Context: an optimization exercise on an open-source flow, tuned for small area, a short achievable clock period and few clock cycles per item. The choices shown serve that exercise and are no tape-out recipe. In this exercise RTL edits were held to simulation tests only and were not proved equivalent to the original. The clock input has no modelled driver; a real chip could not lean on it and would need a root buffer or a full tree. Power and IR drop assume default switching activity.

## job 4341
==> flow/design.v <==
`timescale 1ns / 1ps
module Encoder(clk, reset, start, p_text, m_key, done, c_text);
    input clk, reset, start;
    input wire [63:0] p_text;
    input wire [79:0] m_key;
    output reg done;
    output wire [63:0] c_text;
    reg [63:0] t;
    reg [79:0] k;
    reg [4:0]  cnt;
    reg        busy;
    reg [1:0]  busy_k;
    reg [5:0]  idle_r;
    genvar i;
    wire [79:0] w = {k[66:0], k[79:67]};
    reg  [3:0] ks;
    wire [3:0] ksd;
    wire [4:0] rcx;
    generate for (i = 0; i < 5; i = i + 1) begin : rc
        C_xor2 u (.A(cnt[i]), .B(w[59+i]), .X(rcx[i]));
    end endgenerate
    wire [79:0] g = {w[79:64], rcx, w[58:4], ks};
    wire [79:0] kd;
    SBox uk (.x(kd[70:67]), .y(ksd));
    generate for (i = 0; i < 80; i = i + 1) begin : km
        wire n0, n1;
        C_nand2 u0 (.A(g[i]), .B(busy_k[i%2]), .Y(n0));
        C_nand2 u1 (.A(m_key[i]), .B(idle_r[i%2]), .Y(n1));
        C_nand2 u2 (.A(n0), .B(n1), .Y(kd[i]));
    end endgenerate
    wire [63:0] pn, y;
    generate for (i = 0; i < 64; i = i + 1) begin : yk
        C_nand2 u0 (.A(p_text[i]), .B(idle_r[2+i%2]), .Y(pn[i]));
        C_xnor2 u1 (.A(kd[i]), .B(pn[i]), .Y(y[i]));
    end endgenerate
    wire [63:0] b;
    generate for (i = 0; i < 16; i = i + 1) begin : sb
        SBoxG u (.x(t[4*i+3:4*i]), .enn(idle_r[4+i%2]), .y(b[4*i+3:4*i]));
    end endgenerate
    wire [63:0] c, d;
    generate for (i = 0; i < 4; i = i + 1) begin : sh
        assign c[16*i+15:16*i] = {b[16*i+7:16*i+4], b[16*i+3:16*i],
                                  b[16*i+15:16*i+12], b[16*i+11:16*i+8]};
    end endgenerate
    assign d[15:0]  = {c[14:0],  c[15]};
    assign d[31:16] = {c[27:16], c[31:28]};
    assign d[47:32] = {c[40:32], c[47:41]};
    assign d[63:48] = {c[54:48], c[63:55]};
    wire [63:0] tn;
    wire [15:0] e2, e1, a3, a0;
    generate for (i = 0; i < 16; i = i + 1) begin : mx
        C_xor2 x0 (.A(d[32+i]), .B(d[i]),    .X(e2[i]));
        C_xor2 x1 (.A(d[48+i]), .B(d[16+i]), .X(e1[i]));
        C_xor2 x2 (.A(d[48+i]), .B(y[48+i]), .X(a3[i]));
        C_xor2 x3 (.A(d[i]),    .B(y[i]),    .X(a0[i]));
        C_xor2 x4 (.A(a3[i]),   .B(e2[i]),   .X(tn[48+i]));
        C_xor2 x5 (.A(e2[i]),   .B(y[32+i]), .X(tn[32+i]));
        C_xor2 x6 (.A(e1[i]),   .B(y[16+i]), .X(tn[16+i]));
        C_xor2 x7 (.A(a0[i]),   .B(e1[i]),   .X(tn[i]));
    end endgenerate
    assign c_text = t;
    integer j;
    always @(posedge clk) begin
        t <= tn;
        k <= kd;
        ks <= ksd;
        cnt <= busy ? cnt + 5'd1 : 5'd0;
        for (j = 0; j < 2; j = j + 1)
            busy_k[j] <= !reset && (busy_k[j] ? cnt != 5'd24 : start);
        for (j = 0; j < 6; j = j + 1)
            idle_r[j] <= reset || (idle_r[j] ? !start : cnt == 5'd24);
        if (reset) begin
            busy <= 1'b0;
            done <= 1'b0;
        end else if (!busy) begin
            done <= 1'b0;
            busy <= start;
        end else if (cnt == 5'd24) begin
            busy <= 1'b0;
            done <= 1'b1;
        end
    end
endmodule
module SBoxN(x, yn);
    input [3:0] x;
    output [3:0] yn;
    wire n03, a03, n01, a13, e03, x12, qn, f11, f20, f31, f30;
    C_nor2   g0 (.A(x[0]), .B(x[3]), .Y(n03));
    C_nand2  g1 (.A(x[0]), .B(x[3]), .Y(a03));
    C_nor2   g2 (.A(x[0]), .B(x[1]), .Y(n01));
    C_nand2  g3 (.A(x[1]), .B(x[3]), .Y(a13));
    C_xnor2  g4 (.A(x[0]), .B(x[3]), .Y(e03));
    C_xor2   g5 (.A(x[1]), .B(x[2]), .X(x12));
    C_nand2b g6 (.A_N(x[0]), .B(x[3]), .Y(qn));
    C_xor2   g7 (.A(x[1]), .B(n03), .X(f11));
    C_xor2   g8 (.A(x[1]), .B(a03), .X(f20));
    C_xnor2  g9 (.A(x[3]), .B(n01), .Y(f31));
    C_xor2   g10 (.A(x[0]), .B(a13), .X(f30));
    C_xor2   g11 (.A(x12), .B(qn), .X(yn[0]));
    C_mux2i  g12 (.A0(e03), .A1(f11), .S(x[2]), .Y(yn[1]));
    C_mux2i  g13 (.A0(f20), .A1(e03), .S(x[2]), .Y(yn[2]));
    C_mux2i  g14 (.A0(f30), .A1(f31), .S(x[2]), .Y(yn[3]));
endmodule
module SBoxG(x, enn, y);
    input [3:0] x;
    input enn;
    output [3:0] y;
    wire [3:0] yn;
    SBoxN s (.x(x), .yn(yn));
    C_nor2 g0 (.A(yn[0]), .B(enn), .Y(y[0]));
    C_nor2 g1 (.A(yn[1]), .B(enn), .Y(y[1]));
    C_nor2 g2 (.A(yn[2]), .B(enn), .Y(y[2]));
    C_nor2 g3 (.A(yn[3]), .B(enn), .Y(y[3]));
endmodule
module SBox(x, y);
    input [3:0] x;
    output [3:0] y;
    wire [3:0] yn;
    SBoxN s (.x(x), .yn(yn));
    C_inv g0 (.A(yn[0]), .Y(y[0]));
    C_inv g1 (.A(yn[1]), .Y(y[1]));
    C_inv g2 (.A(yn[2]), .Y(y[2]));
    C_inv g3 (.A(yn[3]), .Y(y[3]));
endmodule
module C_inv(A, Y);
    input A;
    output Y;
    assign Y = (~A);
endmodule
module C_mux2i(A0, A1, S, Y);
    input A0, A1, S;
    output Y;
    assign Y = (~A0&~S) | (~A1&S);
endmodule
module C_nand2(A, B, Y);
    input A, B;
    output Y;
    assign Y = (~A) | (~B);
endmodule
module C_nand2b(A_N, B, Y);
    input A_N, B;
    output Y;
    assign Y = (A_N) | (~B);
endmodule
module C_nor2(A, B, Y);
    input A, B;
    output Y;
    assign Y = (~A&~B);
endmodule
module C_xnor2(A, B, Y);
    input A, B;
    output Y;
    assign Y = (~A&~B) | (A&B);
endmodule
module C_xor2(A, B, X);
    input A, B;
    output X;
    assign X = (A&~B) | (~A&B);
endmodule
Settings: LEC_CHECK=0, CAP_MARGIN=20, CORE_MARGIN=2, CORE_UTILIZATION=40, SETUP_SLACK_MARGIN=2.0, SLEW_MARGIN=20, SYNTH_HIERARCHICAL=1; clock period 3.5 ns.
standard.sh (not shown) runs the stock make flow with config.mk's settings and CLKGATE_MAP_FILE= SYNTH_SCRIPT=/design/flow/synth_recipe.tcl, a recipe that flattens the netlist after the stock synthesis.
==> flow/flow/run.sh <==
#!/bin/bash
# The standard layout, with plain buf_1 cells as the port buffers and a
# hand-built two-level clock tree (flow/clock_tree.tcl) in place of TritonCTS.
set -uo pipefail
export BUFFER_PORTS_ARGS="-buffer_cell sky130_fd_sc_hd__buf_1"
export PRE_CTS_TCL="$PWD/flow/clock_tree.tcl"
bash standard.sh > standard_flow.log 2>&1
==> flow/flow/clock_tree.tcl <==
# Sourced by ORFS's cts.tcl (PRE_CTS_TCL) after the placed design is loaded:
# builds a two-level clock tree (clock port -> 4 clkbuf_16 -> 8 clkbuf_16 ->
# flip-flops, each last-level buffer serving the flip-flops of one region),
# and replaces TritonCTS for this run.
source [file join [file dirname [info script]] clock_tree_lib.tcl]
manual_clock_tree2 2 2 2 4 sky130_fd_sc_hd__clkbuf_16 sky130_fd_sc_hd__clkbuf_16
set_propagated_clock [all_clocks]
rename clock_tree_synthesis tritoncts_not_used
proc clock_tree_synthesis { args } {
  puts "clock_tree_synthesis skipped: the clock tree was built by flow/clock_tree.tcl"
}
Other scripts of this flow, unchanged in this note and not shown: flow/flow/clock_tree_lib.tcl
Job 4341: PASS, flow complete, no timing, DRC or antenna violations
Testbench counts of job 4341, summed over its fixed seeds: cycles 13,312, items 512.
#### Input delta (job 7957 over job 4341)
Settings: changing SETUP_SLACK_MARGIN from 2.0 to 1.85.
Per the comparison of job 7957 with job 4341, detailed-route wire length now sits lower, weighted congestion at the end of routability-driven global placement up 2.6%, maximum frequency from static timing analysis fell 2.1%.
| global-route usage over all layers | lower: job 7957 |
As far as count of port buffers added during placement is concerned, job 4341 and job 7957 perform about the same.
The via count of the routed design number comes out lower for job 7957 vs job 4341.
[compare] base=job 4341 new=job 7957: slack of the critical path -34 ps; total chip power went down by about 20%.
Here is what was changed in the inputs of job 2616 compared with job 7957.
Settings: changing SETUP_SLACK_MARGIN from 1.85 to 1.87.
-- flow/flow/clock_tree.tcl --
<<< job 7957, line 2
# builds a two-level clock tree (clock port -> 4 clkbuf_16 -> 8 clkbuf_16 ->
>>> job 2616, line 2
# builds a two-level clock tree (clock port -> 4 clkbuf_8 -> 8 clkbuf_16 ->
<<< job 7957, line 6
manual_clock_tree2 2 2 2 4 sky130_fd_sc_hd__clkbuf_16 sky130_fd_sc_hd__clkbuf_16
>>> job 2616, line 6
manual_clock_tree2 2 2 2 4 sky130_fd_sc_hd__clkbuf_8 sky130_fd_sc_hd__clkbuf_16
Results
Summary of job 2616 over job 7957: sequential share of the synthesized area did not really move; worst hold slack level; met2 wirelength from detailed routing picked up an extra about 0.6%; setup slack +24 ps.
No run of this note takes its clock network from TritonCTS; it comes from the design's own scripts or RTL.

== wip/juniper ==
RTL: the design.v shown in full above, as it stands there.
export LEC_CHECK = 0
export CAP_MARGIN = 20
export CORE_MARGIN = 2
export CORE_UTILIZATION = 40
export SETUP_SLACK_MARGIN = 1.9
export SLEW_MARGIN = 20
export SYNTH_HIERARCHICAL = 1
create_clock -name core_clock -period 3.5 [get_ports {clk}]
==> flow/flow/clock_tree.tcl <==
# Sourced by ORFS's cts.tcl (PRE_CTS_TCL) after the placed design is loaded:
# builds a two-level clock tree (clock port -> 4 clkbuf_16 -> 8 clkbuf_16 ->
# flip-flops, each last-level buffer serving the flip-flops of one region),
# and replaces TritonCTS for this run.
source [file join [file dirname [info script]] clock_tree_lib.tcl]
manual_clock_tree2 2 2 2 4 sky130_fd_sc_hd__clkbuf_16 sky130_fd_sc_hd__clkbuf_16
set_propagated_clock [all_clocks]
rename clock_tree_synthesis tritoncts_not_used
proc clock_tree_synthesis { args } {
  puts "clock_tree_synthesis skipped: the clock tree was built by flow/clock_tree.tcl"
}
Scripts as last shown in full above: flow/flow/run.sh
Other scripts of this flow, unchanged in this note and not shown: flow/flow/clock_tree_lib.tcl
Testbench counts of wip/juniper, summed over its fixed seeds: cycles 13,312, items 512.
Input-level comparison between wip/zinc and wip/juniper:
Settings: SETUP_SLACK_MARGIN changed from 1.9 to 1.8.
Notes after the runs:
- wip/zinc ended with every stage complete and zero timing, DRC or antenna violations.
- Diff wip/juniper -> wip/zinc: detailed-route wire length on metal 1 flat, post-synthesis to final-layout area growth down 3.8 points, total power down 0.00039 W.
- The global routing met2 resource utilization number comes out lower for wip/zinc vs wip/juniper.
- Compared with wip/juniper, wip/zinc improves routed wire length.
- The run with more setup slack is wip/juniper; wip/zinc has less.
- The via total after detailed routing on wip/zinc is in line with that on wip/juniper.
- Looking only at share of power burned in combinational logic, and setting everything else aside, the higher value of wip/zinc and wip/juniper goes to wip/juniper.
--- input diff wip/zinc..wip/nickel ---
Settings: swapping 1.8 for 1.93 in SETUP_SLACK_MARGIN.
==> flow/flow/clock_tree.tcl <==
# Sourced by ORFS's cts.tcl (PRE_CTS_TCL) after the placed design is loaded:
# builds a two-level clock tree (clock port -> 4 clkbuf_8 -> 8 clkbuf_16 ->
# flip-flops, each last-level buffer serving the flip-flops of one region),
# and replaces TritonCTS for this run.
source [file join [file dirname [info script]] clock_tree_lib.tcl]
manual_clock_tree2 2 2 2 4 sky130_fd_sc_hd__clkbuf_8 sky130_fd_sc_hd__clkbuf_16
set_propagated_clock [all_clocks]
rename clock_tree_synthesis tritoncts_not_used
proc clock_tree_synthesis { args } {
  puts "clock_tree_synthesis skipped: the clock tree was built by flow/clock_tree.tcl"
}
==> comparison <==
A timing startpoint of the critical path of t[11] is what wip/nickel shows, while t[62] belongs to wip/zinc.
wip/zinc -> wip/nickel: total count of max-transition violations in the final report delta 0, exact match
Looking at slowest cell on the critical path, the dfxtp_4 result is from wip/nickel; the dfxtp_1 one comes from wip/zinc.
Cell count of wip/nickel exceeds that of wip/zinc slightly.
Wire length per cell ends up lower on wip/zinc.
Re worst reg-to-reg path cell count: wip/nickel and wip/zinc aren't equal, and the lower value belongs to wip/zinc.
Comparing wip/nickel against wip/zinc, there is no change at all in total setup violations reported at the end of the flow.
wip/nickel vs wip/zinc, startpoint-to-endpoint class of the critical path: register to register vs register to output pin
Looking at setup slack across both flows, wip/nickel is the stronger of the two, with wip/zinc trailing.
From wip/zinc to wip/nickel the numbers moved as follows: final critical-path required period -110 ps, area growth from synthesis to final layout shows an increase of 7.9 points, required arrival time at the worst endpoint now larger.
NOTE leakage power figure wip/zinc->wip/nickel increased by a few percent
Comparing via count of the first global-routing pass for wip/nickel and wip/zinc, the bigger number came from wip/nickel.
Inputs modified between wip/nickel and wip/violet:
Settings: SETUP_SLACK_MARGIN now 1.9, was 1.93; CORE_UTILIZATION now 50, was 40.
==> flow/flow/clock_tree.tcl <==
# Sourced by ORFS's cts.tcl (PRE_CTS_TCL) after the placed design is loaded:
# builds a two-level clock tree (clock port -> 4 clkbuf_16 -> 8 clkbuf_16 ->
# flip-flops, each last-level buffer serving the flip-flops of one region),
# and replaces TritonCTS for this run.
source [file join [file dirname [info script]] clock_tree_lib.tcl]
manual_clock_tree2 2 2 2 4 sky130_fd_sc_hd__clkbuf_16 sky130_fd_sc_hd__clkbuf_16
set_propagated_clock [all_clocks]
rename clock_tree_synthesis tritoncts_not_used
proc clock_tree_synthesis { args } {
  puts "clock_tree_synthesis skipped: the clock tree was built by flow/clock_tree.tcl"
}
### Flow results
| standard cell core area | wip/violet vs wip/nickel | about 20% lower |
What wip/nickel reported for worst IR drop on VDD has to be multiplied by 1.07 to get the figure for wip/violet.
wip/violet reports a lower pin slew with the least headroom to its limit than wip/nickel does.
c_text[24] as the last element of the critical path was reported by wip/violet, and t[2] by wip/nickel.
In every run of this note, the design's own scripts or RTL, not TritonCTS, make the clock network.

## port drivers added, routing unchanged
The results above use ideal ports. As a check the final layouts listed here were re-extracted and re-timed, cells and wires unchanged. Step 1: set_driving_cell puts a clkbuf_16 on clk and a buf_2 on each other input, an assumption about the parent block. Step 2 times the ports against the registers' clock, not the clock port: input delays grow and output delays shrink by t, the midpoint of the rising clock arrivals with the driver on. Three values: no drivers, after step 1, after step 2; two values: the first two.
run | t, ns | setup WS [ns] | worst data-port slew with drivers (ns)
job 4341 | 0.379 | 1.903 / 1.811 / 1.700 | 0.04
job 7957 | 0.371 | 1.868 / 1.774 / 1.835 | 0.04
job 2616 | 0.366 | 1.892 / 1.812 / 1.830 | 0.04
wip/juniper | 0.372 | 1.918 / 1.824 / 1.810 | 0.04
wip/zinc | 0.372 | 1.817 / 1.723 / 1.819 | 0.04
wip/nickel | 0.368 | 1.924 / 1.846 / 1.833 | 0.04
wip/violet | 0.369 | 1.895 / 1.803 / 1.778 | 0.04
After both steps setup and hold are still met in every run listed. The setup slack of job 4341, which loses most, moves by -0.092 ns with the drivers and by -0.203 ns with both steps.
